Source: an optimization exercise on an open RTL-to-GDS flow (aim: small area and a short achievable clock period). Production flows keep margins and buffers that such runs may drop.
Function was checked by simulation only, so behaviour that the tests miss may differ from the original.
Power and IR drop assume default switching activity.

--- flow/run.sh ---
#!/bin/bash
# synth_recipe.tcl (not shown) runs the flow's synth.tcl, then flattens the netlist and writes it again
# the make line also repeats each setting of config.mk as NAME=value (left out here)
make -C /OpenROAD-flow-scripts/flow DESIGN_CONFIG=/design/flow/config.mk WORK_HOME=/design/flow/orfs CLKGATE_MAP_FILE= SYNTH_SCRIPT=/design/flow/synth_recipe.tcl finish
--- flow/constraint.sdc ---
create_clock -name core_clock -period 7.0 [get_ports {CLK}]
set_input_delay 1.4000 -clock core_clock [delete_from_list [all_inputs] [get_ports {CLK}]]
set_output_delay 1.4000 -clock core_clock [all_outputs]
set_load 0.01 [all_outputs]
--- flow/config.mk ---
export PLATFORM = sky130hd
export DESIGN_NAME = DSP
export DESIGN_NICKNAME = DSP
export VERILOG_FILES = /design/flow/design.v
export SDC_FILE = /design/flow/constraint.sdc
export NUM_CORES = 4
export LEC_CHECK = 0
export CAP_MARGIN = 20
export CORE_MARGIN = 2
export CORE_UTILIZATION = 40
export SLEW_MARGIN = 20
--- flow/design.v ---
module DSP (A,B,D,C,CLK,CARRYIN,OPMODE,BCIN,RSTA,RSTB,RSTM,
RSTP,RSTC,RSTD,RSTCARRYIN,RSTOPMODE,CEA,CEB,CEM,CEP,CEC,CED,
CECARRYIN,CEOPMODE,PCIN,BCOUT,PCOUT,P,M,CARRYOUT,CARRYOUTF);
  parameter A0REG=0;
  parameter A1REG=1;
  parameter B0REG=0;
  parameter B1REG=1;
  parameter CREG=1;
  parameter DREG=1;
  parameter MREG=1;
  parameter PREG=1;
  parameter CARRYINREG=1;
  parameter CARRYOUTREG=1;
  parameter OPMODEREG=1;
  parameter CARRYINSEL="OPMODE5";
  parameter B_INPUT ="DIRECT";
  parameter RSTTYPE ="SYNC";
  input [17:0] A,B,D,BCIN;
  input [47:0] C,PCIN;
  input [7:0] OPMODE;
  input CLK,CARRYIN,RSTA,RSTB,RSTC,RSTCARRYIN,RSTD,RSTM,
  RSTOPMODE,RSTP,CEA,CEB,CECARRYIN,CEC,CED,CEM,CEOPMODE,CEP;
  output [17:0] BCOUT;
  output [47:0] PCOUT;
  output [47:0] P;
  output [35:0] M;
  output CARRYOUT,CARRYOUTF;
  reg [7:0] opm;
  reg [17:0] dr, ar, br;
  reg [47:0] cr, pr;
  reg cyi, cyo;
  reg [35:0] ms;
  reg [35:6] mc;
  reg mk;
  wire s6 = opm[6];
  wire [18:0] pre_w = {dr, 1'b1} + {B ^ {18{s6}}, s6};
  wire [17:0] pre = pre_w[18:1];
  wire [17:0] b_in = opm[4] ? pre : B;
  always @(posedge CLK) begin
    if (RSTOPMODE) opm <= 8'd0;
    else if (CEOPMODE) opm <= OPMODE;
  end
  always @(posedge CLK) begin
    if (RSTD) dr <= 18'd0;
    else if (CED) dr <= D;
  end
  always @(posedge CLK) begin
    if (RSTC) cr <= 48'd0;
    else if (CEC) cr <= C;
  end
  always @(posedge CLK) begin
    if (RSTA) ar <= 18'd0;
    else if (CEA) ar <= A;
  end
  always @(posedge CLK) begin
    if (RSTB) br <= 18'd0;
    else if (CEB) br <= b_in;
  end
  always @(posedge CLK) begin
    if (RSTCARRYIN) cyi <= 1'd0;
    else if (CECARRYIN) cyi <= opm[5];
  end
  wire one0 = br[0] ^ 1'b0;
  wire two0 = (br[1] & ~br[0] & ~1'b0) | (~br[1] & br[0] & 1'b0);
  wire neg0 = br[1];
  wire pp1 = ((one0 & ar[0]) | (two0 & 1'b0)) ^ neg0;
  wire pp2 = ((one0 & ar[1]) | (two0 & ar[0])) ^ neg0;
  wire pp3 = ((one0 & ar[2]) | (two0 & ar[1])) ^ neg0;
  wire pp4 = ((one0 & ar[3]) | (two0 & ar[2])) ^ neg0;
  wire pp5 = ((one0 & ar[4]) | (two0 & ar[3])) ^ neg0;
  wire pp6 = ((one0 & ar[5]) | (two0 & ar[4])) ^ neg0;
  wire pp7 = ((one0 & ar[6]) | (two0 & ar[5])) ^ neg0;
  wire pp8 = ((one0 & ar[7]) | (two0 & ar[6])) ^ neg0;
  wire pp9 = ((one0 & ar[8]) | (two0 & ar[7])) ^ neg0;
  wire pp10 = ((one0 & ar[9]) | (two0 & ar[8])) ^ neg0;
  wire pp11 = ((one0 & ar[10]) | (two0 & ar[9])) ^ neg0;
  wire pp12 = ((one0 & ar[11]) | (two0 & ar[10])) ^ neg0;
  wire pp13 = ((one0 & ar[12]) | (two0 & ar[11])) ^ neg0;
  wire pp14 = ((one0 & ar[13]) | (two0 & ar[12])) ^ neg0;
  wire pp15 = ((one0 & ar[14]) | (two0 & ar[13])) ^ neg0;
  wire pp16 = ((one0 & ar[15]) | (two0 & ar[14])) ^ neg0;
  wire pp17 = ((one0 & ar[16]) | (two0 & ar[15])) ^ neg0;
  wire pp18 = ((one0 & ar[17]) | (two0 & ar[16])) ^ neg0;
  wire pp19 = ((one0 & 1'b0) | (two0 & ar[17])) ^ neg0;
  wire ns20 = ~neg0;
  wire one1 = br[2] ^ br[1];
  wire two1 = (br[3] & ~br[2] & ~br[1]) | (~br[3] & br[2] & br[1]);
  wire neg1 = br[3];
  wire pp21 = ((one1 & ar[0]) | (two1 & 1'b0)) ^ neg1;
  wire pp22 = ((one1 & ar[1]) | (two1 & ar[0])) ^ neg1;
  wire pp23 = ((one1 & ar[2]) | (two1 & ar[1])) ^ neg1;
  wire pp24 = ((one1 & ar[3]) | (two1 & ar[2])) ^ neg1;
  wire pp25 = ((one1 & ar[4]) | (two1 & ar[3])) ^ neg1;
  wire pp26 = ((one1 & ar[5]) | (two1 & ar[4])) ^ neg1;
  wire pp27 = ((one1 & ar[6]) | (two1 & ar[5])) ^ neg1;
  wire pp28 = ((one1 & ar[7]) | (two1 & ar[6])) ^ neg1;
  wire pp29 = ((one1 & ar[8]) | (two1 & ar[7])) ^ neg1;
  wire pp30 = ((one1 & ar[9]) | (two1 & ar[8])) ^ neg1;
  wire pp31 = ((one1 & ar[10]) | (two1 & ar[9])) ^ neg1;
  wire pp32 = ((one1 & ar[11]) | (two1 & ar[10])) ^ neg1;
  wire pp33 = ((one1 & ar[12]) | (two1 & ar[11])) ^ neg1;
  wire pp34 = ((one1 & ar[13]) | (two1 & ar[12])) ^ neg1;
  wire pp35 = ((one1 & ar[14]) | (two1 & ar[13])) ^ neg1;
  wire pp36 = ((one1 & ar[15]) | (two1 & ar[14])) ^ neg1;
  wire pp37 = ((one1 & ar[16]) | (two1 & ar[15])) ^ neg1;
  wire pp38 = ((one1 & ar[17]) | (two1 & ar[16])) ^ neg1;
  wire pp39 = ((one1 & 1'b0) | (two1 & ar[17])) ^ neg1;
  wire ns40 = ~neg1;
  wire one2 = br[4] ^ br[3];
  wire two2 = (br[5] & ~br[4] & ~br[3]) | (~br[5] & br[4] & br[3]);
  wire neg2 = br[5];
  wire pp41 = ((one2 & ar[0]) | (two2 & 1'b0)) ^ neg2;
  wire pp42 = ((one2 & ar[1]) | (two2 & ar[0])) ^ neg2;
  wire pp43 = ((one2 & ar[2]) | (two2 & ar[1])) ^ neg2;
  wire pp44 = ((one2 & ar[3]) | (two2 & ar[2])) ^ neg2;
  wire pp45 = ((one2 & ar[4]) | (two2 & ar[3])) ^ neg2;
  wire pp46 = ((one2 & ar[5]) | (two2 & ar[4])) ^ neg2;
  wire pp47 = ((one2 & ar[6]) | (two2 & ar[5])) ^ neg2;
  wire pp48 = ((one2 & ar[7]) | (two2 & ar[6])) ^ neg2;
  wire pp49 = ((one2 & ar[8]) | (two2 & ar[7])) ^ neg2;
  wire pp50 = ((one2 & ar[9]) | (two2 & ar[8])) ^ neg2;
  wire pp51 = ((one2 & ar[10]) | (two2 & ar[9])) ^ neg2;
  wire pp52 = ((one2 & ar[11]) | (two2 & ar[10])) ^ neg2;
  wire pp53 = ((one2 & ar[12]) | (two2 & ar[11])) ^ neg2;
  wire pp54 = ((one2 & ar[13]) | (two2 & ar[12])) ^ neg2;
  wire pp55 = ((one2 & ar[14]) | (two2 & ar[13])) ^ neg2;
  wire pp56 = ((one2 & ar[15]) | (two2 & ar[14])) ^ neg2;
  wire pp57 = ((one2 & ar[16]) | (two2 & ar[15])) ^ neg2;
  wire pp58 = ((one2 & ar[17]) | (two2 & ar[16])) ^ neg2;
  wire pp59 = ((one2 & 1'b0) | (two2 & ar[17])) ^ neg2;
  wire ns60 = ~neg2;
  wire one3 = br[6] ^ br[5];
  wire two3 = (br[7] & ~br[6] & ~br[5]) | (~br[7] & br[6] & br[5]);
  wire neg3 = br[7];
  wire pp61 = ((one3 & ar[0]) | (two3 & 1'b0)) ^ neg3;
  wire pp62 = ((one3 & ar[1]) | (two3 & ar[0])) ^ neg3;
  wire pp63 = ((one3 & ar[2]) | (two3 & ar[1])) ^ neg3;
  wire pp64 = ((one3 & ar[3]) | (two3 & ar[2])) ^ neg3;
  wire pp65 = ((one3 & ar[4]) | (two3 & ar[3])) ^ neg3;
  wire pp66 = ((one3 & ar[5]) | (two3 & ar[4])) ^ neg3;
  wire pp67 = ((one3 & ar[6]) | (two3 & ar[5])) ^ neg3;
  wire pp68 = ((one3 & ar[7]) | (two3 & ar[6])) ^ neg3;
  wire pp69 = ((one3 & ar[8]) | (two3 & ar[7])) ^ neg3;
  wire pp70 = ((one3 & ar[9]) | (two3 & ar[8])) ^ neg3;
  wire pp71 = ((one3 & ar[10]) | (two3 & ar[9])) ^ neg3;
  wire pp72 = ((one3 & ar[11]) | (two3 & ar[10])) ^ neg3;
  wire pp73 = ((one3 & ar[12]) | (two3 & ar[11])) ^ neg3;
  wire pp74 = ((one3 & ar[13]) | (two3 & ar[12])) ^ neg3;
  wire pp75 = ((one3 & ar[14]) | (two3 & ar[13])) ^ neg3;
  wire pp76 = ((one3 & ar[15]) | (two3 & ar[14])) ^ neg3;
  wire pp77 = ((one3 & ar[16]) | (two3 & ar[15])) ^ neg3;
  wire pp78 = ((one3 & ar[17]) | (two3 & ar[16])) ^ neg3;
  wire pp79 = ((one3 & 1'b0) | (two3 & ar[17])) ^ neg3;
  wire ns80 = ~neg3;
  wire one4 = br[8] ^ br[7];
  wire two4 = (br[9] & ~br[8] & ~br[7]) | (~br[9] & br[8] & br[7]);
  wire neg4 = br[9];
  wire pp81 = ((one4 & ar[0]) | (two4 & 1'b0)) ^ neg4;
  wire pp82 = ((one4 & ar[1]) | (two4 & ar[0])) ^ neg4;
  wire pp83 = ((one4 & ar[2]) | (two4 & ar[1])) ^ neg4;
  wire pp84 = ((one4 & ar[3]) | (two4 & ar[2])) ^ neg4;
  wire pp85 = ((one4 & ar[4]) | (two4 & ar[3])) ^ neg4;
  wire pp86 = ((one4 & ar[5]) | (two4 & ar[4])) ^ neg4;
  wire pp87 = ((one4 & ar[6]) | (two4 & ar[5])) ^ neg4;
  wire pp88 = ((one4 & ar[7]) | (two4 & ar[6])) ^ neg4;
  wire pp89 = ((one4 & ar[8]) | (two4 & ar[7])) ^ neg4;
  wire pp90 = ((one4 & ar[9]) | (two4 & ar[8])) ^ neg4;
  wire pp91 = ((one4 & ar[10]) | (two4 & ar[9])) ^ neg4;
  wire pp92 = ((one4 & ar[11]) | (two4 & ar[10])) ^ neg4;
  wire pp93 = ((one4 & ar[12]) | (two4 & ar[11])) ^ neg4;
  wire pp94 = ((one4 & ar[13]) | (two4 & ar[12])) ^ neg4;
  wire pp95 = ((one4 & ar[14]) | (two4 & ar[13])) ^ neg4;
  wire pp96 = ((one4 & ar[15]) | (two4 & ar[14])) ^ neg4;
  wire pp97 = ((one4 & ar[16]) | (two4 & ar[15])) ^ neg4;
  wire pp98 = ((one4 & ar[17]) | (two4 & ar[16])) ^ neg4;
  wire pp99 = ((one4 & 1'b0) | (two4 & ar[17])) ^ neg4;
  wire ns100 = ~neg4;
  wire one5 = br[10] ^ br[9];
  wire two5 = (br[11] & ~br[10] & ~br[9]) | (~br[11] & br[10] & br[9]);
  wire neg5 = br[11];
  wire pp101 = ((one5 & ar[0]) | (two5 & 1'b0)) ^ neg5;
  wire pp102 = ((one5 & ar[1]) | (two5 & ar[0])) ^ neg5;
  wire pp103 = ((one5 & ar[2]) | (two5 & ar[1])) ^ neg5;
  wire pp104 = ((one5 & ar[3]) | (two5 & ar[2])) ^ neg5;
  wire pp105 = ((one5 & ar[4]) | (two5 & ar[3])) ^ neg5;
  wire pp106 = ((one5 & ar[5]) | (two5 & ar[4])) ^ neg5;
  wire pp107 = ((one5 & ar[6]) | (two5 & ar[5])) ^ neg5;
  wire pp108 = ((one5 & ar[7]) | (two5 & ar[6])) ^ neg5;
  wire pp109 = ((one5 & ar[8]) | (two5 & ar[7])) ^ neg5;
  wire pp110 = ((one5 & ar[9]) | (two5 & ar[8])) ^ neg5;
  wire pp111 = ((one5 & ar[10]) | (two5 & ar[9])) ^ neg5;
  wire pp112 = ((one5 & ar[11]) | (two5 & ar[10])) ^ neg5;
  wire pp113 = ((one5 & ar[12]) | (two5 & ar[11])) ^ neg5;
  wire pp114 = ((one5 & ar[13]) | (two5 & ar[12])) ^ neg5;
  wire pp115 = ((one5 & ar[14]) | (two5 & ar[13])) ^ neg5;
  wire pp116 = ((one5 & ar[15]) | (two5 & ar[14])) ^ neg5;
  wire pp117 = ((one5 & ar[16]) | (two5 & ar[15])) ^ neg5;
  wire pp118 = ((one5 & ar[17]) | (two5 & ar[16])) ^ neg5;
  wire pp119 = ((one5 & 1'b0) | (two5 & ar[17])) ^ neg5;
  wire ns120 = ~neg5;
  wire one6 = br[12] ^ br[11];
  wire two6 = (br[13] & ~br[12] & ~br[11]) | (~br[13] & br[12] & br[11]);
  wire neg6 = br[13];
  wire pp121 = ((one6 & ar[0]) | (two6 & 1'b0)) ^ neg6;
  wire pp122 = ((one6 & ar[1]) | (two6 & ar[0])) ^ neg6;
  wire pp123 = ((one6 & ar[2]) | (two6 & ar[1])) ^ neg6;
  wire pp124 = ((one6 & ar[3]) | (two6 & ar[2])) ^ neg6;
  wire pp125 = ((one6 & ar[4]) | (two6 & ar[3])) ^ neg6;
  wire pp126 = ((one6 & ar[5]) | (two6 & ar[4])) ^ neg6;
  wire pp127 = ((one6 & ar[6]) | (two6 & ar[5])) ^ neg6;
  wire pp128 = ((one6 & ar[7]) | (two6 & ar[6])) ^ neg6;
  wire pp129 = ((one6 & ar[8]) | (two6 & ar[7])) ^ neg6;
  wire pp130 = ((one6 & ar[9]) | (two6 & ar[8])) ^ neg6;
  wire pp131 = ((one6 & ar[10]) | (two6 & ar[9])) ^ neg6;
  wire pp132 = ((one6 & ar[11]) | (two6 & ar[10])) ^ neg6;
  wire pp133 = ((one6 & ar[12]) | (two6 & ar[11])) ^ neg6;
  wire pp134 = ((one6 & ar[13]) | (two6 & ar[12])) ^ neg6;
  wire pp135 = ((one6 & ar[14]) | (two6 & ar[13])) ^ neg6;
  wire pp136 = ((one6 & ar[15]) | (two6 & ar[14])) ^ neg6;
  wire pp137 = ((one6 & ar[16]) | (two6 & ar[15])) ^ neg6;
  wire pp138 = ((one6 & ar[17]) | (two6 & ar[16])) ^ neg6;
  wire pp139 = ((one6 & 1'b0) | (two6 & ar[17])) ^ neg6;
  wire ns140 = ~neg6;
  wire one7 = br[14] ^ br[13];
  wire two7 = (br[15] & ~br[14] & ~br[13]) | (~br[15] & br[14] & br[13]);
  wire neg7 = br[15];
  wire pp141 = ((one7 & ar[0]) | (two7 & 1'b0)) ^ neg7;
  wire pp142 = ((one7 & ar[1]) | (two7 & ar[0])) ^ neg7;
  wire pp143 = ((one7 & ar[2]) | (two7 & ar[1])) ^ neg7;
  wire pp144 = ((one7 & ar[3]) | (two7 & ar[2])) ^ neg7;
  wire pp145 = ((one7 & ar[4]) | (two7 & ar[3])) ^ neg7;
  wire pp146 = ((one7 & ar[5]) | (two7 & ar[4])) ^ neg7;
  wire pp147 = ((one7 & ar[6]) | (two7 & ar[5])) ^ neg7;
  wire pp148 = ((one7 & ar[7]) | (two7 & ar[6])) ^ neg7;
  wire pp149 = ((one7 & ar[8]) | (two7 & ar[7])) ^ neg7;
  wire pp150 = ((one7 & ar[9]) | (two7 & ar[8])) ^ neg7;
  wire pp151 = ((one7 & ar[10]) | (two7 & ar[9])) ^ neg7;
  wire pp152 = ((one7 & ar[11]) | (two7 & ar[10])) ^ neg7;
  wire pp153 = ((one7 & ar[12]) | (two7 & ar[11])) ^ neg7;
  wire pp154 = ((one7 & ar[13]) | (two7 & ar[12])) ^ neg7;
  wire pp155 = ((one7 & ar[14]) | (two7 & ar[13])) ^ neg7;
  wire pp156 = ((one7 & ar[15]) | (two7 & ar[14])) ^ neg7;
  wire pp157 = ((one7 & ar[16]) | (two7 & ar[15])) ^ neg7;
  wire pp158 = ((one7 & ar[17]) | (two7 & ar[16])) ^ neg7;
  wire pp159 = ((one7 & 1'b0) | (two7 & ar[17])) ^ neg7;
  wire ns160 = ~neg7;
  wire one8 = br[16] ^ br[15];
  wire two8 = (br[17] & ~br[16] & ~br[15]) | (~br[17] & br[16] & br[15]);
  wire neg8 = br[17];
  wire pp161 = ((one8 & ar[0]) | (two8 & 1'b0)) ^ neg8;
  wire pp162 = ((one8 & ar[1]) | (two8 & ar[0])) ^ neg8;
  wire pp163 = ((one8 & ar[2]) | (two8 & ar[1])) ^ neg8;
  wire pp164 = ((one8 & ar[3]) | (two8 & ar[2])) ^ neg8;
  wire pp165 = ((one8 & ar[4]) | (two8 & ar[3])) ^ neg8;
  wire pp166 = ((one8 & ar[5]) | (two8 & ar[4])) ^ neg8;
  wire pp167 = ((one8 & ar[6]) | (two8 & ar[5])) ^ neg8;
  wire pp168 = ((one8 & ar[7]) | (two8 & ar[6])) ^ neg8;
  wire pp169 = ((one8 & ar[8]) | (two8 & ar[7])) ^ neg8;
  wire pp170 = ((one8 & ar[9]) | (two8 & ar[8])) ^ neg8;
  wire pp171 = ((one8 & ar[10]) | (two8 & ar[9])) ^ neg8;
  wire pp172 = ((one8 & ar[11]) | (two8 & ar[10])) ^ neg8;
  wire pp173 = ((one8 & ar[12]) | (two8 & ar[11])) ^ neg8;
  wire pp174 = ((one8 & ar[13]) | (two8 & ar[12])) ^ neg8;
  wire pp175 = ((one8 & ar[14]) | (two8 & ar[13])) ^ neg8;
  wire pp176 = ((one8 & ar[15]) | (two8 & ar[14])) ^ neg8;
  wire pp177 = ((one8 & ar[16]) | (two8 & ar[15])) ^ neg8;
  wire pp178 = ((one8 & ar[17]) | (two8 & ar[16])) ^ neg8;
  wire pp179 = ((one8 & 1'b0) | (two8 & ar[17])) ^ neg8;
  wire ns180 = ~neg8;
  wire pp181 = br[17] & ar[0];
  wire pp182 = br[17] & ar[1];
  wire pp183 = br[17] & ar[2];
  wire pp184 = br[17] & ar[3];
  wire pp185 = br[17] & ar[4];
  wire pp186 = br[17] & ar[5];
  wire pp187 = br[17] & ar[6];
  wire pp188 = br[17] & ar[7];
  wire pp189 = br[17] & ar[8];
  wire pp190 = br[17] & ar[9];
  wire pp191 = br[17] & ar[10];
  wire pp192 = br[17] & ar[11];
  wire pp193 = br[17] & ar[12];
  wire pp194 = br[17] & ar[13];
  wire pp195 = br[17] & ar[14];
  wire pp196 = br[17] & ar[15];
  wire pp197 = br[17] & ar[16];
  wire pp198 = br[17] & ar[17];
  wire nc199 = ~ns20;
  wire nc200 = ~ns20;
  wire nc201 = ~pp185;
  wire nc202 = ~pp187;
  wire nc203 = ~pp189;
  wire nc204 = ~pp191;
  wire nc205 = ~pp193;
  wire nc206 = ~pp195;
  wire nc207 = ~pp197;
  wire s208 = neg1 ^ pp21;
  wire c209 = neg1 & pp21;
  wire s210 = pp22 ^ pp4;
  wire c211 = pp22 & pp4;
  wire s212 = neg2 ^ pp23 ^ pp41;
  wire c213 = (neg2 & pp23) | (neg2 & pp41) | (pp23 & pp41);
  wire s214 = pp5 ^ c211;
  wire c215 = pp5 & c211;
  wire s216 = pp24 ^ pp42 ^ pp6;
  wire c217 = (pp24 & pp42) | (pp24 & pp6) | (pp42 & pp6);
  wire s218 = c213 ^ c215;
  wire c219 = c213 & c215;
  wire s220 = neg3 ^ pp25 ^ pp43;
  wire c221 = (neg3 & pp25) | (neg3 & pp43) | (pp25 & pp43);
  wire s222 = pp61 ^ pp7 ^ c217;
  wire c223 = (pp61 & pp7) | (pp61 & c217) | (pp7 & c217);
  wire s224 = s220 ^ c219;
  wire c225 = s220 & c219;
  wire s226 = pp26 ^ pp44 ^ pp62;
  wire c227 = (pp26 & pp44) | (pp26 & pp62) | (pp44 & pp62);
  wire s228 = pp8 ^ c221 ^ s226;
  wire c229 = (pp8 & c221) | (pp8 & s226) | (c221 & s226);
  wire s230 = c223 ^ c225;
  wire c231 = c223 & c225;
  wire s232 = neg4 ^ pp27 ^ pp45;
  wire c233 = (neg4 & pp27) | (neg4 & pp45) | (pp27 & pp45);
  wire s234 = pp63 ^ pp81 ^ pp9;
  wire c235 = (pp63 & pp81) | (pp63 & pp9) | (pp81 & pp9);
  wire s236 = c227 ^ s232 ^ s234;
  wire c237 = (c227 & s232) | (c227 & s234) | (s232 & s234);
  wire s238 = c229 ^ s236;
  wire c239 = c229 & s236;
  wire s240 = pp10 ^ pp28 ^ pp46;
  wire c241 = (pp10 & pp28) | (pp10 & pp46) | (pp28 & pp46);
  wire s242 = pp64 ^ pp82 ^ c233;
  wire c243 = (pp64 & pp82) | (pp64 & c233) | (pp82 & c233);
  wire s244 = c235 ^ s240 ^ c237;
  wire c245 = (c235 & s240) | (c235 & c237) | (s240 & c237);
  wire s246 = s242 ^ c239;
  wire c247 = s242 & c239;
  wire s248 = neg5 ^ pp101 ^ pp11;
  wire c249 = (neg5 & pp101) | (neg5 & pp11) | (pp101 & pp11);
  wire s250 = pp29 ^ pp47 ^ pp65;
  wire c251 = (pp29 & pp47) | (pp29 & pp65) | (pp47 & pp65);
  wire s252 = pp83 ^ c241 ^ s248;
  wire c253 = (pp83 & c241) | (pp83 & s248) | (c241 & s248);
  wire s254 = s250 ^ c243 ^ s252;
  wire c255 = (s250 & c243) | (s250 & s252) | (c243 & s252);
  wire s256 = c245 ^ c247;
  wire c257 = c245 & c247;
  wire s258 = pp102 ^ pp12 ^ pp30;
  wire c259 = (pp102 & pp12) | (pp102 & pp30) | (pp12 & pp30);
  wire s260 = pp48 ^ pp66 ^ pp84;
  wire c261 = (pp48 & pp66) | (pp48 & pp84) | (pp66 & pp84);
  wire s262 = c249 ^ c251 ^ s258;
  wire c263 = (c249 & c251) | (c249 & s258) | (c251 & s258);
  wire s264 = s260 ^ c253 ^ s262;
  wire c265 = (s260 & c253) | (s260 & s262) | (c253 & s262);
  wire s266 = c255 ^ s264;
  wire c267 = c255 & s264;
  wire s268 = neg6 ^ pp103 ^ pp121;
  wire c269 = (neg6 & pp103) | (neg6 & pp121) | (pp103 & pp121);
  wire s270 = pp13 ^ pp31 ^ pp49;
  wire c271 = (pp13 & pp31) | (pp13 & pp49) | (pp31 & pp49);
  wire s272 = pp67 ^ pp85 ^ c259;
  wire c273 = (pp67 & pp85) | (pp67 & c259) | (pp85 & c259);
  wire s274 = c261 ^ s268 ^ s270;
  wire c275 = (c261 & s268) | (c261 & s270) | (s268 & s270);
  wire s276 = c263 ^ s272 ^ s274;
  wire c277 = (c263 & s272) | (c263 & s274) | (s272 & s274);
  wire s278 = c265 ^ s276;
  wire c279 = c265 & s276;
  wire s280 = pp104 ^ pp122 ^ pp14;
  wire c281 = (pp104 & pp122) | (pp104 & pp14) | (pp122 & pp14);
  wire s282 = pp32 ^ pp50 ^ pp68;
  wire c283 = (pp32 & pp50) | (pp32 & pp68) | (pp50 & pp68);
  wire s284 = pp86 ^ c269 ^ c271;
  wire c285 = (pp86 & c269) | (pp86 & c271) | (c269 & c271);
  wire s286 = s280 ^ s282 ^ c273;
  wire c287 = (s280 & s282) | (s280 & c273) | (s282 & c273);
  wire s288 = c275 ^ s284 ^ s286;
  wire c289 = (c275 & s284) | (c275 & s286) | (s284 & s286);
  wire s290 = c277 ^ c279;
  wire c291 = c277 & c279;
  wire s292 = neg7 ^ pp105 ^ pp123;
  wire c293 = (neg7 & pp105) | (neg7 & pp123) | (pp105 & pp123);
  wire s294 = pp141 ^ pp15 ^ pp33;
  wire c295 = (pp141 & pp15) | (pp141 & pp33) | (pp15 & pp33);
  wire s296 = pp51 ^ pp69 ^ pp87;
  wire c297 = (pp51 & pp69) | (pp51 & pp87) | (pp69 & pp87);
  wire s298 = c281 ^ c283 ^ s292;
  wire c299 = (c281 & c283) | (c281 & s292) | (c283 & s292);
  wire s300 = s294 ^ s296 ^ c285;
  wire c301 = (s294 & s296) | (s294 & c285) | (s296 & c285);
  wire s302 = s298 ^ c287 ^ s300;
  wire c303 = (s298 & c287) | (s298 & s300) | (c287 & s300);
  wire s304 = c289 ^ s302;
  wire c305 = c289 & s302;
  wire s306 = pp106 ^ pp124 ^ pp142;
  wire c307 = (pp106 & pp124) | (pp106 & pp142) | (pp124 & pp142);
  wire s308 = pp16 ^ pp34 ^ pp52;
  wire c309 = (pp16 & pp34) | (pp16 & pp52) | (pp34 & pp52);
  wire s310 = pp70 ^ pp88 ^ c293;
  wire c311 = (pp70 & pp88) | (pp70 & c293) | (pp88 & c293);
  wire s312 = c295 ^ c297 ^ s306;
  wire c313 = (c295 & c297) | (c295 & s306) | (c297 & s306);
  wire s314 = s308 ^ c299 ^ s310;
  wire c315 = (s308 & c299) | (s308 & s310) | (c299 & s310);
  wire s316 = s312 ^ c301 ^ s314;
  wire c317 = (s312 & c301) | (s312 & s314) | (c301 & s314);
  wire s318 = c303 ^ s316;
  wire c319 = c303 & s316;
  wire s320 = neg8 ^ pp107 ^ pp125;
  wire c321 = (neg8 & pp107) | (neg8 & pp125) | (pp107 & pp125);
  wire s322 = pp143 ^ pp161 ^ pp17;
  wire c323 = (pp143 & pp161) | (pp143 & pp17) | (pp161 & pp17);
  wire s324 = pp35 ^ pp53 ^ pp71;
  wire c325 = (pp35 & pp53) | (pp35 & pp71) | (pp53 & pp71);
  wire s326 = pp89 ^ c307 ^ c309;
  wire c327 = (pp89 & c307) | (pp89 & c309) | (c307 & c309);
  wire s328 = s320 ^ s322 ^ s324;
  wire c329 = (s320 & s322) | (s320 & s324) | (s322 & s324);
  wire s330 = c311 ^ c313 ^ s326;
  wire c331 = (c311 & c313) | (c311 & s326) | (c313 & s326);
  wire s332 = s328 ^ c315 ^ s330;
  wire c333 = (s328 & c315) | (s328 & s330) | (c315 & s330);
  wire s334 = c317 ^ s332;
  wire c335 = c317 & s332;
  wire s336 = pp108 ^ pp126 ^ pp144;
  wire c337 = (pp108 & pp126) | (pp108 & pp144) | (pp126 & pp144);
  wire s338 = pp162 ^ pp18 ^ pp36;
  wire c339 = (pp162 & pp18) | (pp162 & pp36) | (pp18 & pp36);
  wire s340 = pp54 ^ pp72 ^ pp90;
  wire c341 = (pp54 & pp72) | (pp54 & pp90) | (pp72 & pp90);
  wire s342 = c321 ^ c323 ^ c325;
  wire c343 = (c321 & c323) | (c321 & c325) | (c323 & c325);
  wire s344 = s336 ^ s338 ^ s340;
  wire c345 = (s336 & s338) | (s336 & s340) | (s338 & s340);
  wire s346 = c327 ^ c329 ^ s342;
  wire c347 = (c327 & c329) | (c327 & s342) | (c329 & s342);
  wire s348 = s344 ^ c331 ^ s346;
  wire c349 = (s344 & c331) | (s344 & s346) | (c331 & s346);
  wire s350 = c333 ^ s348;
  wire c351 = c333 & s348;
  wire s352 = pp181 ^ pp109 ^ pp127;
  wire c353 = (pp181 & pp109) | (pp181 & pp127) | (pp109 & pp127);
  wire s354 = pp145 ^ pp163 ^ pp19;
  wire c355 = (pp145 & pp163) | (pp145 & pp19) | (pp163 & pp19);
  wire s356 = pp37 ^ pp55 ^ pp73;
  wire c357 = (pp37 & pp55) | (pp37 & pp73) | (pp55 & pp73);
  wire s358 = pp91 ^ c337 ^ c339;
  wire c359 = (pp91 & c337) | (pp91 & c339) | (c337 & c339);
  wire s360 = c341 ^ s352 ^ s354;
  wire c361 = (c341 & s352) | (c341 & s354) | (s352 & s354);
  wire s362 = s356 ^ c343 ^ c345;
  wire c363 = (s356 & c343) | (s356 & c345) | (c343 & c345);
  wire s364 = s358 ^ s360 ^ c347;
  wire c365 = (s358 & s360) | (s358 & c347) | (s360 & c347);
  wire s366 = s362 ^ c349 ^ s364;
  wire c367 = (s362 & c349) | (s362 & s364) | (c349 & s364);
  wire s368 = pp182 ^ nc199 ^ pp110;
  wire c369 = (pp182 & nc199) | (pp182 & pp110) | (nc199 & pp110);
  wire s370 = pp128 ^ pp146 ^ pp164;
  wire c371 = (pp128 & pp146) | (pp128 & pp164) | (pp146 & pp164);
  wire s372 = pp38 ^ pp56 ^ pp74;
  wire c373 = (pp38 & pp56) | (pp38 & pp74) | (pp56 & pp74);
  wire s374 = pp92 ^ c353 ^ c355;
  wire c375 = (pp92 & c353) | (pp92 & c355) | (c353 & c355);
  wire s376 = c357 ^ s368 ^ s370;
  wire c377 = (c357 & s368) | (c357 & s370) | (s368 & s370);
  wire s378 = s372 ^ c359 ^ c361;
  wire c379 = (s372 & c359) | (s372 & c361) | (c359 & c361);
  wire s380 = s374 ^ s376 ^ c363;
  wire c381 = (s374 & s376) | (s374 & c363) | (s376 & c363);
  wire s382 = s378 ^ c365 ^ s380;
  wire c383 = (s378 & c365) | (s378 & s380) | (c365 & s380);
  wire s384 = pp183 ^ nc200 ^ pp111;
  wire c385 = (pp183 & nc200) | (pp183 & pp111) | (nc200 & pp111);
  wire s386 = pp129 ^ pp147 ^ pp165;
  wire c387 = (pp129 & pp147) | (pp129 & pp165) | (pp147 & pp165);
  wire s388 = pp39 ^ pp57 ^ pp75;
  wire c389 = (pp39 & pp57) | (pp39 & pp75) | (pp57 & pp75);
  wire s390 = pp93 ^ c369 ^ c371;
  wire c391 = (pp93 & c369) | (pp93 & c371) | (c369 & c371);
  wire s392 = c373 ^ s384 ^ s386;
  wire c393 = (c373 & s384) | (c373 & s386) | (s384 & s386);
  wire s394 = s388 ^ c375 ^ c377;
  wire c395 = (s388 & c375) | (s388 & c377) | (c375 & c377);
  wire s396 = s390 ^ s392 ^ c379;
  wire c397 = (s390 & s392) | (s390 & c379) | (s392 & c379);
  wire s398 = s394 ^ c381 ^ s396;
  wire c399 = (s394 & c381) | (s394 & s396) | (c381 & s396);
  wire s400 = ns20 ^ ns40 ^ pp184;
  wire c401 = (ns20 & ns40) | (ns20 & pp184) | (ns40 & pp184);
  wire s402 = s400 ^ pp112 ^ pp130;
  wire c403 = (s400 & pp112) | (s400 & pp130) | (pp112 & pp130);
  wire s404 = pp148 ^ pp166 ^ pp58;
  wire c405 = (pp148 & pp166) | (pp148 & pp58) | (pp166 & pp58);
  wire s406 = pp76 ^ pp94 ^ c385;
  wire c407 = (pp76 & pp94) | (pp76 & c385) | (pp94 & c385);
  wire s408 = c387 ^ c389 ^ s402;
  wire c409 = (c387 & c389) | (c387 & s402) | (c389 & s402);
  wire s410 = s404 ^ c391 ^ c393;
  wire c411 = (s404 & c391) | (s404 & c393) | (c391 & c393);
  wire s412 = s406 ^ s408 ^ c395;
  wire c413 = (s406 & s408) | (s406 & c395) | (s408 & c395);
  wire s414 = s410 ^ c397 ^ s412;
  wire c415 = (s410 & c397) | (s410 & s412) | (c397 & s412);
  wire s416 = nc201 ^ c401 ^ pp113;
  wire c417 = (nc201 & c401) | (nc201 & pp113) | (c401 & pp113);
  wire s418 = pp131 ^ pp149 ^ pp167;
  wire c419 = (pp131 & pp149) | (pp131 & pp167) | (pp149 & pp167);
  wire s420 = pp59 ^ pp77 ^ pp95;
  wire c421 = (pp59 & pp77) | (pp59 & pp95) | (pp77 & pp95);
  wire s422 = c403 ^ c405 ^ s416;
  wire c423 = (c403 & c405) | (c403 & s416) | (c405 & s416);
  wire s424 = s418 ^ s420 ^ c407;
  wire c425 = (s418 & s420) | (s418 & c407) | (s420 & c407);
  wire s426 = c409 ^ s422 ^ s424;
  wire c427 = (c409 & s422) | (c409 & s424) | (s422 & s424);
  wire s428 = c411 ^ c413 ^ s426;
  wire c429 = (c411 & c413) | (c411 & s426) | (c413 & s426);
  wire s430 = ns60 ^ pp185 ^ pp186;
  wire c431 = (ns60 & pp185) | (ns60 & pp186) | (pp185 & pp186);
  wire s432 = s430 ^ pp114 ^ pp132;
  wire c433 = (s430 & pp114) | (s430 & pp132) | (pp114 & pp132);
  wire s434 = pp150 ^ pp168 ^ pp78;
  wire c435 = (pp150 & pp168) | (pp150 & pp78) | (pp168 & pp78);
  wire s436 = pp96 ^ c417 ^ c419;
  wire c437 = (pp96 & c417) | (pp96 & c419) | (c417 & c419);
  wire s438 = c421 ^ s432 ^ s434;
  wire c439 = (c421 & s432) | (c421 & s434) | (s432 & s434);
  wire s440 = c423 ^ s436 ^ s438;
  wire c441 = (c423 & s436) | (c423 & s438) | (s436 & s438);
  wire s442 = c425 ^ s440 ^ c427;
  wire c443 = (c425 & s440) | (c425 & c427) | (s440 & c427);
  wire s444 = nc202 ^ c431 ^ pp115;
  wire c445 = (nc202 & c431) | (nc202 & pp115) | (c431 & pp115);
  wire s446 = pp133 ^ pp151 ^ pp169;
  wire c447 = (pp133 & pp151) | (pp133 & pp169) | (pp151 & pp169);
  wire s448 = pp79 ^ pp97 ^ c433;
  wire c449 = (pp79 & pp97) | (pp79 & c433) | (pp97 & c433);
  wire s450 = c435 ^ s444 ^ s446;
  wire c451 = (c435 & s444) | (c435 & s446) | (s444 & s446);
  wire s452 = c437 ^ c439 ^ s448;
  wire c453 = (c437 & c439) | (c437 & s448) | (c439 & s448);
  wire s454 = s450 ^ c441 ^ s452;
  wire c455 = (s450 & c441) | (s450 & s452) | (c441 & s452);
  wire s456 = ns80 ^ pp187 ^ pp188;
  wire c457 = (ns80 & pp187) | (ns80 & pp188) | (pp187 & pp188);
  wire s458 = s456 ^ pp116 ^ pp134;
  wire c459 = (s456 & pp116) | (s456 & pp134) | (pp116 & pp134);
  wire s460 = pp152 ^ pp170 ^ pp98;
  wire c461 = (pp152 & pp170) | (pp152 & pp98) | (pp170 & pp98);
  wire s462 = c445 ^ c447 ^ s458;
  wire c463 = (c445 & c447) | (c445 & s458) | (c447 & s458);
  wire s464 = s460 ^ c449 ^ c451;
  wire c465 = (s460 & c449) | (s460 & c451) | (c449 & c451);
  wire s466 = s462 ^ c453 ^ s464;
  wire c467 = (s462 & c453) | (s462 & s464) | (c453 & s464);
  wire s468 = nc203 ^ c457 ^ pp117;
  wire c469 = (nc203 & c457) | (nc203 & pp117) | (c457 & pp117);
  wire s470 = pp135 ^ pp153 ^ pp171;
  wire c471 = (pp135 & pp153) | (pp135 & pp171) | (pp153 & pp171);
  wire s472 = pp99 ^ c459 ^ c461;
  wire c473 = (pp99 & c459) | (pp99 & c461) | (c459 & c461);
  wire s474 = s468 ^ s470 ^ c463;
  wire c475 = (s468 & s470) | (s468 & c463) | (s470 & c463);
  wire s476 = s472 ^ c465 ^ s474;
  wire c477 = (s472 & c465) | (s472 & s474) | (c465 & s474);
  wire s478 = ns100 ^ pp189 ^ pp190;
  wire c479 = (ns100 & pp189) | (ns100 & pp190) | (pp189 & pp190);
  wire s480 = s478 ^ pp118 ^ pp136;
  wire c481 = (s478 & pp118) | (s478 & pp136) | (pp118 & pp136);
  wire s482 = pp154 ^ pp172 ^ c469;
  wire c483 = (pp154 & pp172) | (pp154 & c469) | (pp172 & c469);
  wire s484 = c471 ^ s480 ^ c473;
  wire c485 = (c471 & s480) | (c471 & c473) | (s480 & c473);
  wire s486 = s482 ^ s484 ^ c475;
  wire c487 = (s482 & s484) | (s482 & c475) | (s484 & c475);
  wire s488 = nc204 ^ c479 ^ pp119;
  wire c489 = (nc204 & c479) | (nc204 & pp119) | (c479 & pp119);
  wire s490 = pp137 ^ pp155 ^ pp173;
  wire c491 = (pp137 & pp155) | (pp137 & pp173) | (pp155 & pp173);
  wire s492 = c481 ^ s488 ^ s490;
  wire c493 = (c481 & s488) | (c481 & s490) | (s488 & s490);
  wire s494 = c483 ^ s492 ^ c485;
  wire c495 = (c483 & s492) | (c483 & c485) | (s492 & c485);
  wire s496 = ns120 ^ pp191 ^ pp192;
  wire c497 = (ns120 & pp191) | (ns120 & pp192) | (pp191 & pp192);
  wire s498 = s496 ^ pp138 ^ pp156;
  wire c499 = (s496 & pp138) | (s496 & pp156) | (pp138 & pp156);
  wire s500 = pp174 ^ c489 ^ c491;
  wire c501 = (pp174 & c489) | (pp174 & c491) | (c489 & c491);
  wire s502 = s498 ^ c493 ^ s500;
  wire c503 = (s498 & c493) | (s498 & s500) | (c493 & s500);
  wire s504 = nc205 ^ c497 ^ pp139;
  wire c505 = (nc205 & c497) | (nc205 & pp139) | (c497 & pp139);
  wire s506 = pp157 ^ pp175 ^ c499;
  wire c507 = (pp157 & pp175) | (pp157 & c499) | (pp175 & c499);
  wire s508 = s504 ^ c501 ^ s506;
  wire c509 = (s504 & c501) | (s504 & s506) | (c501 & s506);
  wire s510 = ns140 ^ pp193 ^ pp194;
  wire c511 = (ns140 & pp193) | (ns140 & pp194) | (pp193 & pp194);
  wire s512 = s510 ^ pp158 ^ pp176;
  wire c513 = (s510 & pp158) | (s510 & pp176) | (pp158 & pp176);
  wire s514 = c505 ^ s512 ^ c507;
  wire c515 = (c505 & s512) | (c505 & c507) | (s512 & c507);
  wire s516 = nc206 ^ c511 ^ pp159;
  wire c517 = (nc206 & c511) | (nc206 & pp159) | (c511 & pp159);
  wire s518 = pp177 ^ c513 ^ s516;
  wire c519 = (pp177 & c513) | (pp177 & s516) | (c513 & s516);
  wire s520 = ns160 ^ pp195 ^ pp196;
  wire c521 = (ns160 & pp195) | (ns160 & pp196) | (pp195 & pp196);
  wire s522 = s520 ^ pp178 ^ c517;
  wire c523 = (s520 & pp178) | (s520 & c517) | (pp178 & c517);
  wire s524 = nc207 ^ c521 ^ pp179;
  wire c525 = (nc207 & c521) | (nc207 & pp179) | (c521 & pp179);
  wire s526 = ns180 ^ pp197 ^ pp198;
  wire c527 = (ns180 & pp197) | (ns180 & pp198) | (pp197 & pp198);
  wire s528 = neg0 ^ pp1;
  wire c529 = neg0 & pp1;
  wire s530 = pp2 ^ c529;
  wire c531 = pp2 & c529;
  wire s532 = pp3 ^ s208 ^ c531;
  wire c533 = (pp3 & s208) | (pp3 & c531) | (s208 & c531);
  wire s534 = c209 ^ s210 ^ c533;
  wire c535 = (c209 & s210) | (c209 & c533) | (s210 & c533);
  wire s536 = s212 ^ s214 ^ c535;
  wire c537 = (s212 & s214) | (s212 & c535) | (s214 & c535);
  wire s538 = s216 ^ s218 ^ c537;
  wire c539 = (s216 & s218) | (s216 & c537) | (s218 & c537);
  wire [35:0] prod_s = {s526, s524, c519, s518, s514, c503, s502, s494, c477, c467, c455, s454, c429, c415, c399, c383, c367, c351, c335, c319, c305, c291, s288, c267, c257, s254, s244, c231, s228, s222, s538, s536, s534, s532, s530, s528};
  wire [35:0] prod_c = {c525, c523, s522, c515, c509, s508, c495, c487, s486, s476, s466, c443, s442, s428, s414, s398, s382, s366, s350, s334, s318, s304, s290, s278, s266, s256, s246, s238, s230, s224, 1'b0, 1'b0, 1'b0, 1'b0, 1'b0, 1'b0};
  always @(posedge CLK) begin
    if (RSTM) ms <= 36'd0;
    else if (CEM) ms <= prod_s;
  end
  always @(posedge CLK) begin
    if (RSTM) mc <= 30'd0;
    else if (CEM) mc <= prod_c[35:6];
  end
  always @(posedge CLK) begin
    if (RSTM) mk <= 1'd0;
    else if (CEM) mk <= c539;
  end
  wire [30:0] m_hi = {ms[35:6], 1'b1} + {mc, mk};
  assign M = {m_hi[30:1], ms[5:0]};
  wire s7 = opm[7];
  wire [47:0] x = ({48{opm[1:0] == 2'd1}} & {12'd0, M})
                | ({48{opm[1:0] == 2'd2}} & pr)
                | ({48{opm[1:0] == 2'd3}} & {dr[11:0], ar, br});
  wire [47:0] z = ({48{opm[3:2] == 2'd1}} & PCIN)
                | ({48{opm[3:2] == 2'd2}} & pr)
                | ({48{opm[3:2] == 2'd3}} & cr);
  wire [49:0] post_w = {1'b0, z, 1'b1} + {1'b0, x ^ {48{s7}}, cyi ^ s7};
  wire [47:0] post = post_w[48:1];
  wire post_c = post_w[49] ^ s7;
  always @(posedge CLK) begin
    if (RSTP) pr <= 48'd0;
    else if (CEP) pr <= post;
  end
  always @(posedge CLK) begin
    if (RSTCARRYIN) cyo <= 1'd0;
    else if (CECARRYIN) cyo <= post_c;
  end
  assign BCOUT = br;
  assign P = pr;
  assign PCOUT = pr;
  assign CARRYOUT = cyo;
  assign CARRYOUTF = cyo;
endmodule
==> results.sh, run 1 <==
export IMPL_synth_area_top_cells="dfxtp_1 16%, fa_1 11%, nor2_1 7.6%"
export IMPL_hold_path_end="cr[14]$_SDFFE_PP0P_"
export IMPL_vias=26400
export IMPL_syn_nets=4269
export IMPL_dr_pass1_iters=5
export IMPL_ys_warn_count=1
export IMPL_vias_per_cell=5.54
export IMPL_relSlewSlack_pct=30.4
export IMPL_numPortBuffers=326
export IMPL_crit_reg2reg_launch="ms[9]$_SDFFE_PP0P_"
export IMPL_drc_errors=0
export IMPL_tns_ns=0
export IMPL_synth_commonest_cells="560 x nor2_1, 400 x nand2_1, 334 x a21oi_1, 324 x o21ai_0, 261 x clkbuf_1"
export IMPL_worstHoldStart="cr[14]$_SDFFE_PP0P_"
export IMPL_synthAdderAreaFrac_pct=17.9
export IMPL_netlist_area_mm2=0.0277
export IMPL_clk_pin_slew_worst_paths_ns=0.06
export IMPL_die_area_mm2=0.0714
export IMPL_dr_first_iter_drc_count=1948
export IMPL_crit_fanout=7
export IMPL_final_setup_skew_ns=0.0407
export IMPL_setup_viol=0
export IMPL_grt_pass1_wl_um=145000
export IMPL_r2r_cells=22
export IMPL_ios=346
export IMPL_worst_pin_slew_ns=1.04
export IMPL_synth_top_area_cell="dfxtp_1"
export IMPL_wl_per_cell_um=19.6
export IMPL_reg2reg_to="pr[43]$_SDFFE_PP0P_"
export IMPL_critPathCaptureType="flop"
export IMPL_final_critical_path_setup_slack_ns=1.25
export IMPL_clock_path_buffers=3
export IMPL_final_nets=4262
export IMPL_synth_compound_area_share_pct=23.7
export IMPL_clock_root_buffer="clkbuf_16"
export IMPL_holdCritPathClass="flop to flop"
export IMPL_crit_required_ns=7.44
export IMPL_synthCells=3817
export IMPL_postCtsHoldBufs=0
export IMPL_synth_area_per_cell_um2=7.26
export IMPL_yosys_area_top_type_share_pct=16.4
export IMPL_hpwl_um=70400
export IMPL_rsz0062_at_grt="no"
export IMPL_cts_tree="built"
export IMPL_fin_crit_ns=5.75
export IMPL_cts_resized=0
export IMPL_final_area_mm2=0.0318
export IMPL_synth_mux_area_share_pct=10.4
export IMPL_area_growth_pct=14.8
export IMPL_status="complete, no violations"
export IMPL_hold_depth=2
export IMPL_synth_top_family_by_area="compound AO/OA/AOI/OAI gates"
export IMPL_grt_max_degree=90
export IMPL_cp_slowest_cell="o31ai_1"
export IMPL_period_share_pct=82.1
export IMPL_synth_flop_cell="dfxtp_1"
export IMPL_synth_most_common_cell="nor2_1"
export IMPL_postCtsSetupBuffers=0
export IMPL_grt_overflow_total=0
export IMPL_cts_sinks=227
export IMPL_leakage_nw=12.9
export IMPL_drt_total_wl_um=93500
export IMPL_path_delay_family="compound AO/OA/AOI/OAI gates"
export IMPL_place_ws_ns=1.32
export IMPL_slew_viol_final=0
export IMPL_numCtsBuffers=28
export IMPL_core_area_mm2=0.0686
export IMPL_whs_ns=0.489
export IMPL_dieHeight_um=267
export IMPL_insertion_delay_ns=0.61
export IMPL_powerDensity_mw_per_mm2=227
export IMPL_htreeDepth=1
export IMPL_final_layout_size_suffix_gt1_share_pct=6.72
export IMPL_synth_edf_count=0
export IMPL_start_util_pct=40.4
export IMPL_dpl_cell_area_mm2=0.0308
export IMPL_dieWidth_um=267
export IMPL_crit_type="flop to flop"
export IMPL_rows=96
export IMPL_grt_util_all_layers_pct=25.7
export IMPL_cp_arrival_ns=6.19
export IMPL_async_flop_share_pct=0
export IMPL_ir_drop_mv=0.189
export IMPL_ant_nets=0
export IMPL_grt_pass1_vias=24500
export IMPL_rrSetupSlack_ns=1.25
export IMPL_hold_violations=0
export IMPL_startpoint_type="flop"
export IMPL_synth_seq_cells=227
export IMPL_max_freq_mhz=174
export IMPL_synthXorXnorAreaFrac_pct=5.85
export IMPL_yosysSeqAreaShare_pct=16.4
export IMPL_worst_path_buf_inv=0
export IMPL_routabilityCongestion=0.953
export IMPL_synth_cell_type_count=83
export IMPL_max_stage_delay_ns=0.59
export IMPL_synthSimpleGateAreaFrac_pct=16.6
export IMPL_cp_cell_sequence="ha_1, and3_4, a2111oi_4, o211ai_2, a21oi_2, or2b_1, a21boi_0, o21ai_0, xnor2_1, a21oi_1, xnor2_1, ha_1, a21o_1, a21o_1, a21o_1, a21oi_1, o21bai_1, o21a_1, o31ai_1, o21ai_0, xnor2_1, o21ai_0"
export IMPL_maxCapViolations=0
export IMPL_antenna_found_initial=3
[worst max-delay path by stage]
stage	start	end	slack, ns	depth (start not counted)
2_1_floorplan	ms[9]$_SDFFE_PP0P_	pr[37]$_SDFFE_PP0P_	2.04	23
3_3_place_gp	ms[9]$_SDFFE_PP0P_	pr[43]$_SDFFE_PP0P_	1.36	22
3_5_place_dp	ms[9]$_SDFFE_PP0P_	pr[43]$_SDFFE_PP0P_	1.32	22
4_1_cts	ms[9]$_SDFFE_PP0P_	pr[43]$_SDFFE_PP0P_	1.27	22
5_1_grt	ms[9]$_SDFFE_PP0P_	pr[43]$_SDFFE_PP0P_	0.89	22
6_report	ms[9]$_SDFFE_PP0P_	pr[43]$_SDFFE_PP0P_	1.25	22
[logic make-up (layout without fill, tap and decap cells)]
kind of cell	after synthesis	count (layout)
simple gates	1126	1126
compound gates	1073	1073
buf+inv	605	615
fa+ha+maj	323	323
mux	278	278
flops	227	227
xor+xnor	185	185
other cells	0	2
[through the flow]
step / util [%] / instances / power (mW)
6_report: 46.4 / 4760 / 7.22
5_1_grt: 46.4 / 4759 / 7.75
4_1_cts: 46.4 / 4758 / 7.28
3_5_place_dp: 45.0 / 4711 / 5.71
3_3_place_gp: 45.0 / 4711 / 5.69
2_1_floorplan: - / 3817 / 4.19
[flip-flops by register name (all words and copies together), names as in the netlist]
register  count
ar           18
cyi           1
br           18
ms           36
dr           18
pr           48
cyo           1
mk            1
mc           30
opm           8
cr           48
[worst reg2reg max path, cell delays in order (launching register included)]
cell and delay (ns):
dfxtp_1 0.31, ha_1 0.38, and3_4 0.21, a2111oi_4 0.48, o211ai_2 0.19, a21oi_2 0.20
or2b_1 0.27, a21boi_0 0.24, o21ai_0 0.16, xnor2_1 0.29, a21oi_1 0.14, xnor2_1 0.18
ha_1 0.43, a21o_1 0.20, a21o_1 0.16, a21o_1 0.18, a21oi_1 0.14, o21bai_1 0.10
o21a_1 0.24, o31ai_1 0.59, o21ai_0 0.24, xnor2_1 0.18, o21ai_0 0.09
[power by group]
part | leakage (nW) | switching (mW) | internal [mW]
Sequential | 1.88 | 0.264 | 1.47
Combinational | 10.6 | 2.23 | 1.72
Clock | 0.460 | 0.618 | 0.920
[routing by layer]
metal / share of wire, % / routed length, um / track usage (%)
met5: 0.032 / 30 / 0
met2: 47 / 44200 / 43.2
met4: 4.3 / 4000 / 10.5
met1: 43 / 40200 / 33.4
met3: 5.4 / 5070 / 3.21
[cell type report]
class,count,area (um^2)
fillers,6935,36800
multi-input cells,2985,20700
flip-flops and latches,227,4590
repair buffers,392,3770
well taps,931,1160
clock buffers,37,774
inverters,176,661
clock inverters,10,180
diodes,2,5.00
[cells in the final DEF (no fill, tap or decap), drive strengths merged, types with 10 or more instances in the layout]
cell | Yosys | layout
nor2 | 560 | 560
nand2 | 400 | 400
a21oi | 336 | 336
o21ai | 328 | 328
clkdlybuf4s50 | 0 | 319
dfxtp | 227 | 227
mux2i | 194 | 194
inv | 173 | 173
fa | 146 | 146
xnor2 | 117 | 117
ha | 112 | 112
o211ai | 98 | 98
mux2 | 84 | 84
buf | 168 | 73
xor2 | 68 | 68
maj3 | 65 | 65
o22ai | 51 | 51
a22o | 48 | 48
a21o | 46 | 46
nand3 | 45 | 45
clkbuf | 261 | 37
nor3 | 33 | 33
a211oi | 26 | 26
a22oi | 22 | 22
o21bai | 18 | 18
o21a | 17 | 17
a31oi | 15 | 15
nand2b | 14 | 14
and3 | 14 | 14
nand4 | 11 | 11
o31ai | 11 | 11
or3 | 10 | 10
==> run 2: changes to the inputs <==
--- a/flow/config.mk
+++ b/flow/config.mk
@@ -5,6 +5,7 @@
 export SDC_FILE = /design/flow/constraint.sdc
 export NUM_CORES = 4
 export LEC_CHECK = 0
+export ABC_AREA = 1
 export CAP_MARGIN = 20
 export CORE_MARGIN = 2
 export CORE_UTILIZATION = 40
==> run 2 against run 1 <==
Compared with the run above:
- non-clock buffer count down 25
- via count down 3.4%
- synthesized area down 10%
- cell count up 2.6%
- sequential cell count unchanged
- fmax up 19%
- first-iteration DRC count up 14%
- setup slack better by 0.91 ns
- final area down 7.5%
- largest cell class unchanged
- largest power group unchanged
- highest routed layer is now met4
==> results.sh, run 2 <==
export IMPL_synthCells=3871
export IMPL_fin_crit_ns=4.83
export IMPL_tns_ns=0
export IMPL_cts_sinks=227
export IMPL_final_setup_skew_ns=0.0343
export IMPL_powerDensity_mw_per_mm2=251
export IMPL_clock_path_buffers=3
export IMPL_core_area_mm2=0.0617
export IMPL_grt_max_degree=68
export IMPL_rsz0062_at_grt="no"
export IMPL_mostFrequentLayoutCell="nand2_1"
export IMPL_reg2reg_to="mc[18]$_SDFFE_PP0P_"
export IMPL_dr_pass1_iters=6
export IMPL_ios=346
export IMPL_area_growth_pct=17.9
export IMPL_hold_violations=0
export IMPL_leakage_nw=14.4
export IMPL_fill_cells=6622
export IMPL_grt_pass1_vias=24300
export IMPL_diodes=0
export IMPL_max_freq_mhz=207
export IMPL_rows=91
export IMPL_startpoint_type="flop"
export IMPL_yosysSeqAreaShare_pct=18.2
export IMPL_synth_edf_count=0
export IMPL_crit_reg2reg_launch="br[9]$_SDFFE_PP0P_"
export IMPL_crit_required_ns=7.51
export IMPL_hold_path_end="cr[46]$_SDFFE_PP0P_"
export IMPL_final_layout_size_suffix_gt1_share_pct=3.39
export IMPL_dieHeight_um=254
export IMPL_clock_root_buffer="clkbuf_16"
export IMPL_grt_overflow_total=0
export IMPL_critPathCaptureType="flop"
export IMPL_numCtsBuffers=30
export IMPL_status="complete, no violations"
export IMPL_netlist_area_mm2=0.0250
export IMPL_syn_nets=4323
export IMPL_postCtsHoldBufs=0
export IMPL_dieWidth_um=254
export IMPL_grt_pass1_wl_um=149000
export IMPL_synth_area_top_cells="dfxtp_1 18%, nand2_1 17%, fa_1 12%"
export IMPL_holdCritPathClass="flop to flop"
export IMPL_slew_viol_final=0
export IMPL_async_flop_share_pct=0
export IMPL_vias=25500
export IMPL_synth_flop_cell="dfxtp_1"
export IMPL_drt_total_wl_um=99900
export IMPL_wl_per_cell_um=20.5
export IMPL_final_nets=4475
export IMPL_synth_seq_cells=227
export IMPL_cp_arrival_ns=5.35
export IMPL_worstHoldStart="cr[46]$_SDFFE_PP0P_"
export IMPL_drc_errors=0
export IMPL_period_share_pct=69.1
export IMPL_setup_viol=0
export IMPL_ys_warn_count=1
export IMPL_r2r_cells=13
export IMPL_ir_drop_mv=0.210
export IMPL_htreeDepth=1
export IMPL_numPortBuffers=326
export IMPL_vias_per_cell=5.21
export IMPL_ant_nets=0
export IMPL_synth_cell_type_count=48
export IMPL_rrSetupSlack_ns=2.17
export IMPL_grt_util_all_layers_pct=30.5
export IMPL_synth_commonest_cells="1132 x nand2_1, 601 x inv_1, 295 x a21oi_1, 254 x xor2_1, 249 x nor2_1"
export IMPL_crit_type="flop to flop"
export IMPL_maxCapViolations=0
export IMPL_insertion_delay_ns=0.62
export IMPL_synth_most_common_cell="nand2_1"
export IMPL_clk_pin_slew_worst_paths_ns=0.06
export IMPL_synth_area_per_cell_um2=6.45
export IMPL_crit_fanout=18
export IMPL_cts_resized=0
export IMPL_synth_top_area_cell="dfxtp_1"
export IMPL_worst_pin_slew_ns=1.13
export IMPL_hold_depth=2
export IMPL_mostFrequentLayoutCells="1131 x nand2_1, 599 x inv_1, 321 x clkdlybuf4s50_1"
export IMPL_postCtsSetupBuffers=0
export IMPL_start_util_pct=40.4
export IMPL_routabilityCongestion=1.00
export IMPL_yosys_area_top_type_share_pct=18.2
export IMPL_antenna_found_initial=0
export IMPL_largestRegisters="cr x48, pr x48, ms x36"
export IMPL_dr_first_iter_drc_count=2216
export IMPL_die_area_mm2=0.0644
export IMPL_relSlewSlack_pct=24.7
export IMPL_finalNonFillerCells=4884
export IMPL_cts_tree="built"
export IMPL_hpwl_um=78900
export IMPL_placed_cells=4828
==> run 2: changes by cell type after synthesis, sizes merged, moves of 48 or more <==
| cell | change |
|---|---|
| nor2 | -307 |
| mux2 | -84 |
| nand2 | +737 |
| o22ai | +120 |
| o21ai | -253 |
| inv | +435 |
| xnor2 | -110 |
| maj3 | -65 |
| mux2i | -194 |
| nand3 | +95 |
| o211ai | -48 |
| xor2 | +186 |
| clkbuf | -137 |
==> run 2: layout make-up <==
cell class	instances	area (um^2)	share of cell area [%]
timing repair buffer	367	3550	12.1
tap	837	1050	3.56
clock buffer	35	820	2.79
inverter	620	2330	7.93
multi-input combinational	2777	16900	57.3
sequential	227	4550	15.4
clock inverter	21	267	0.906
==> run 2: report_power, final <==
part	leakage [nW]	switching, mW	internal, mW
clock	0.528	0.694	1.02
combinational	12.0	2.39	1.62
sequential	1.87	0.185	1.47
total	14.4	3.27	4.11
==> run 2: logic make-up (layout without fill, tap and decap cells) <==
logic type	count (synthesis)	after routing	share of synthesized area (%)
and+or+nand+nor	1588	1588	25.3
AOI/OAI and AO/OA	670	670	15.7
buffers and inverters	867	1043	14.3
DFF	227	227	18.2
xor gates and xnor gates	261	261	9.16
adders and majority gates	258	258	17.3
==> run 2: how the worst max path moves through the flow <==
| stage | start | to | slack [ns] | depth (start not counted) |
|---|---|---|---|---|
| 2_1_floorplan | br[13]$_SDFFE_PP0P_ | mc[18]$_SDFFE_PP0P_ | 3.00 | 15 |
| 3_3_place_gp | br[9]$_SDFFE_PP0P_ | mc[18]$_SDFFE_PP0P_ | 2.30 | 13 |
| 3_5_place_dp | br[9]$_SDFFE_PP0P_ | mc[18]$_SDFFE_PP0P_ | 2.27 | 13 |
| 4_1_cts | br[9]$_SDFFE_PP0P_ | mc[18]$_SDFFE_PP0P_ | 2.20 | 13 |
| 5_1_grt | br[9]$_SDFFE_PP0P_ | mc[18]$_SDFFE_PP0P_ | 2.01 | 13 |
| 6_report | br[9]$_SDFFE_PP0P_ | mc[18]$_SDFFE_PP0P_ | 2.17 | 13 |
==> run 2: through the flow <==
stage                     hold WS, ns  cell area, um^2  util (%)  setup slack, ns  power (mW)
final                           0.460            29400      47.7             2.17        7.38
after detailed placement        0.454            28300      45.9             2.27        5.64
after global routing            0.479            29400      47.7             2.01        7.90
after global placement          0.450            28300      45.9             2.30        5.63
after floorplan                 0.441            25000         -             3.00        4.15
after CTS                       0.461            29400      47.7             2.20        7.38
==> run 2: routing by layer <==
metal | track usage (%) | vias to the layer above | routed length (um)
met5 | 0 | - | 0
met4 | 11.6 | 0 | 4130
met3 | 3.11 | 197 | 6260
met2 | 50.7 | 974 | 46100
met1 | 40.7 | 11900 | 43400
li1 | - | 12400 | -
==> run 2: critical path: stages (launching register included) <==
cell     delay [ns]
dfxtp_1        0.77
nor2_1         0.17
a21oi_2        0.69
o22ai_1        0.17
xor2_1         0.23
fa_1           0.54
inv_1          0.06
fa_1           0.44
fa_1           0.44
fa_1           0.49
inv_1          0.05
fa_1           0.48
nand2_1        0.05
a21oi_1        0.15
==> run 3: changes to the inputs <==
--- a/flow/config.mk
+++ b/flow/config.mk
@@ -9,4 +9,5 @@
 export CAP_MARGIN = 20
 export CORE_MARGIN = 2
 export CORE_UTILIZATION = 40
+export SETUP_SLACK_MARGIN = 2.5
 export SLEW_MARGIN = 20
==> run 3 against run 2 <==
Compared with the run above:
- still clean on timing, DRC and antenna
- sequential power is essentially flat
- sequential share of layout area shrank 0.085 points
- worst hold slack hardly changed
- utilization up 0.40 points
- clock skew fell by 0.0013 ns
- clock-buffer cell count unchanged
- critical path type unchanged
==> results.sh, run 3 <==
export IMPL_cts_tree="built"
export IMPL_cp_arrival_ns=4.92
export IMPL_finish_utilization_pct=48.1
export IMPL_core_area_mm2=0.0617
export IMPL_vias=25400
export IMPL_dieHeight_um=254
export IMPL_rows=91
export IMPL_insertion_delay_ns=0.61
export IMPL_synth_most_common_cell="nand2_1"
export IMPL_syn_nets=4323
export IMPL_drt_total_wl_um=100000
export IMPL_ios=346
export IMPL_period_share_pct=63.0
export IMPL_crit_required_ns=7.51
export IMPL_mostFrequentLayoutCells="1124 x nand2_1, 599 x inv_1, 316 x clkdlybuf4s50_1"
export IMPL_synth_seq_cells=227
export IMPL_synth_area_per_cell_um2=6.45
export IMPL_htreeDepth=1
export IMPL_dr_pass1_iters=6
export IMPL_worst_pin_slew_ns=1.12
export IMPL_final_nets=4483
export IMPL_final_layout_size_suffix_gt1_share_pct=4.66
export IMPL_cts_sinks=227
export IMPL_grt_overflow_total=0
export IMPL_grt_pass1_wl_um=149000
export IMPL_route_met3_wl_um=6190
export IMPL_holdCritPathClass="flop to flop"
export IMPL_netlist_area_mm2=0.0250
export IMPL_yosys_area_top_type_share_pct=18.2
export IMPL_fill_cells=6613
export IMPL_grt_max_degree=68
export IMPL_mostFrequentLayoutCell="nand2_1"
export IMPL_maxCapViolations=0
export IMPL_crit_type="flop to flop"
export IMPL_wl_per_cell_um=20.4
export IMPL_rsz0062_at_grt="yes"
export IMPL_synth_area_top_cells="dfxtp_1 18%, nand2_1 17%, fa_1 12%"
export IMPL_leakage_nw=14.5
export IMPL_dieWidth_um=254
export IMPL_max_freq_mhz=227
export IMPL_critPathCaptureType="flop"
export IMPL_routabilityCongestion=1.00
export IMPL_vias_per_cell=5.19
export IMPL_status="complete, no violations"
export IMPL_async_flop_share_pct=0
export IMPL_dr_first_iter_drc_count=2155
export IMPL_synth_commonest_cells="1132 x nand2_1, 601 x inv_1, 295 x a21oi_1, 254 x xor2_1, 249 x nor2_1"
export IMPL_ant_nets=0
export IMPL_numPortBuffers=326
export IMPL_slew_viol_final=0
export IMPL_grt_util_all_layers_pct=30.5
export IMPL_startpoint_type="flop"
export IMPL_antenna_found_initial=0
export IMPL_synth_cell_type_count=48
export IMPL_die_area_mm2=0.0644
export IMPL_grt_pass1_vias=24300
export IMPL_multiInputGateArea_mm2=0.0170
export IMPL_synth_flop_cell="dfxtp_1"
export IMPL_largestRegisters="cr x48, pr x48, ms x36"
export IMPL_final_setup_skew_ns=0.0330
export IMPL_start_util_pct=40.4
export IMPL_hpwl_um=78900
export IMPL_ir_drop_mv=0.208
export IMPL_ys_warn_count=1
export IMPL_clock_root_buffer="clkbuf_16"
export IMPL_tns_ns=0
export IMPL_synth_edf_count=0
export IMPL_fin_crit_ns=4.41
export IMPL_seqCellArea_mm2=0.00456
export IMPL_postCtsHoldBufs=0
export IMPL_area_growth_pct=18.9
export IMPL_highest_layer="met4"
export IMPL_powerDensity_mw_per_mm2=250
export IMPL_route_met2_wl_um=46100
export IMPL_synth_top_area_cell="dfxtp_1"
export IMPL_relSlewSlack_pct=25.5
export IMPL_setup_viol=0
export IMPL_drc_errors=0
export IMPL_synthCells=3871
export IMPL_crit_fanout=18
export IMPL_numCtsBuffers=30
export IMPL_clk_pin_slew_worst_paths_ns=0.06
export IMPL_clock_path_buffers=3
export IMPL_yosysSeqAreaShare_pct=18.2
export IMPL_diodes=0
export IMPL_wl_met1_um=43600
export IMPL_hold_violations=0
run 3: layer usage:
layer / up-vias / GRT usage, %
met1: 11800 / 40.7
met3: 186 / 3.11
met2: 935 / 50.7
met5: - / 0
li1: 12400 / -
met4: 0 / 11.6
run 3: where the power goes:
group / total (mW) / switching, mW / internal, mW
combinational: 4.04 / 2.40 / 1.64
sequential: 1.66 / 0.189 / 1.48
clock: 1.71 / 0.687 / 1.02
run 3: layout make-up:
cell class / count / area share, %
flip-flops and latches: 227 / 15.4
multi-input cells: 2777 / 57.3
clock inverters: 21 / 0.898
inverters: 620 / 7.91
well taps: 837 / 3.53
clock buffers: 35 / 2.76
repair buffers: 375 / 12.2
run 3: worst paths after layout:
check                           cells past startpoint  slack (ns)                 from                   to
worst max-delay path                               13        2.59   br[9]$_SDFFE_PP0P_  mc[18]$_SDFFE_PP0P_
worst min-delay path                                2        0.46  cr[46]$_SDFFE_PP0P_  cr[46]$_SDFFE_PP0P_
worst max register to register                     13        2.59   br[9]$_SDFFE_PP0P_  mc[18]$_SDFFE_PP0P_
worst min register to register                      2        0.46  cr[46]$_SDFFE_PP0P_  cr[46]$_SDFFE_PP0P_
run 3: logic make-up (layout without fill, tap and decap cells):
logic type      Yosys count  in the layout  share of synthesized area [%]
xor+xnor                261            261                           9.16
buf+inv                 867           1051                           14.3
flops                   227            227                           18.2
compound gates          670            670                           15.7
fa+ha+maj               258            258                           17.3
simple gates           1588           1588                           25.3
run 3: metrics by stage:
step	hold slack [ns]	instance area, um^2	setup WS [ns]	instances	total power, mW
after floorplan	0.441	25000	3.00	3871	4.15
after global placement	0.450	28300	2.30	4828	5.63
after detailed placement	0.454	28300	2.27	4828	5.64
after CTS	0.461	29500	2.50	4884	7.39
after global routing	0.479	29700	2.44	4892	7.95
final	0.460	29700	2.59	4892	7.42
run 3: what timing repair did:
item,4_1_cts,5_1_grt
endpoints found under the setup margin,21,32
pin swaps,0,2
resized for setup,13,43
buffers inserted,0,8
run 3: worst max-delay path: stages, from the launching register on:
cell,delay (ns)
dfxtp_2,0.56
nor2_1,0.17
a21oi_4,0.49
o22ai_1,0.15
xor2_1,0.23
fa_1,0.54
inv_1,0.06
fa_1,0.44
fa_1,0.44
fa_1,0.49
inv_1,0.05
fa_1,0.48
nand2_1,0.05
a21oi_1,0.15

## afterwards: timing with drivers on the ports
The flow's constraints put no driver on any port. The routed layouts listed below were extracted and timed again, unchanged, in two steps. Step 1 sets driving cells, clkbuf_16 on the clock port and buf_2 on the other inputs (assumed; they add their load-dependent delay and slew). Step 2 adds t to the input delays and takes it off the output delays; t is the mean of the earliest and latest rising clock arrival at the registers after step 1. Input paths then give back, and output paths get back, about the clock's delay inside the block. a / b / c = no drivers / after step 1 / after step 2; a / b = the first two.
run	shift t [ns]	setup WS [ns]	hold slack, ns	clock arrival spread, ns
run 1	0.652	1.252 / 1.252 / 1.252	0.489 / 0.489 / 0.489	0.042 / 0.042
run 2	0.669	2.166 / 2.166 / 2.166	0.460 / 0.460 / 0.460	0.035 / 0.034
run 3	0.664	2.589 / 2.569 / 2.577	0.460 / 0.460 / 0.460	0.033 / 0.034
After both steps every run listed still meets setup and hold. For run 3, which loses most, drivers alone change the setup slack by -0.020 ns; drivers and shift together by -0.012 ns.
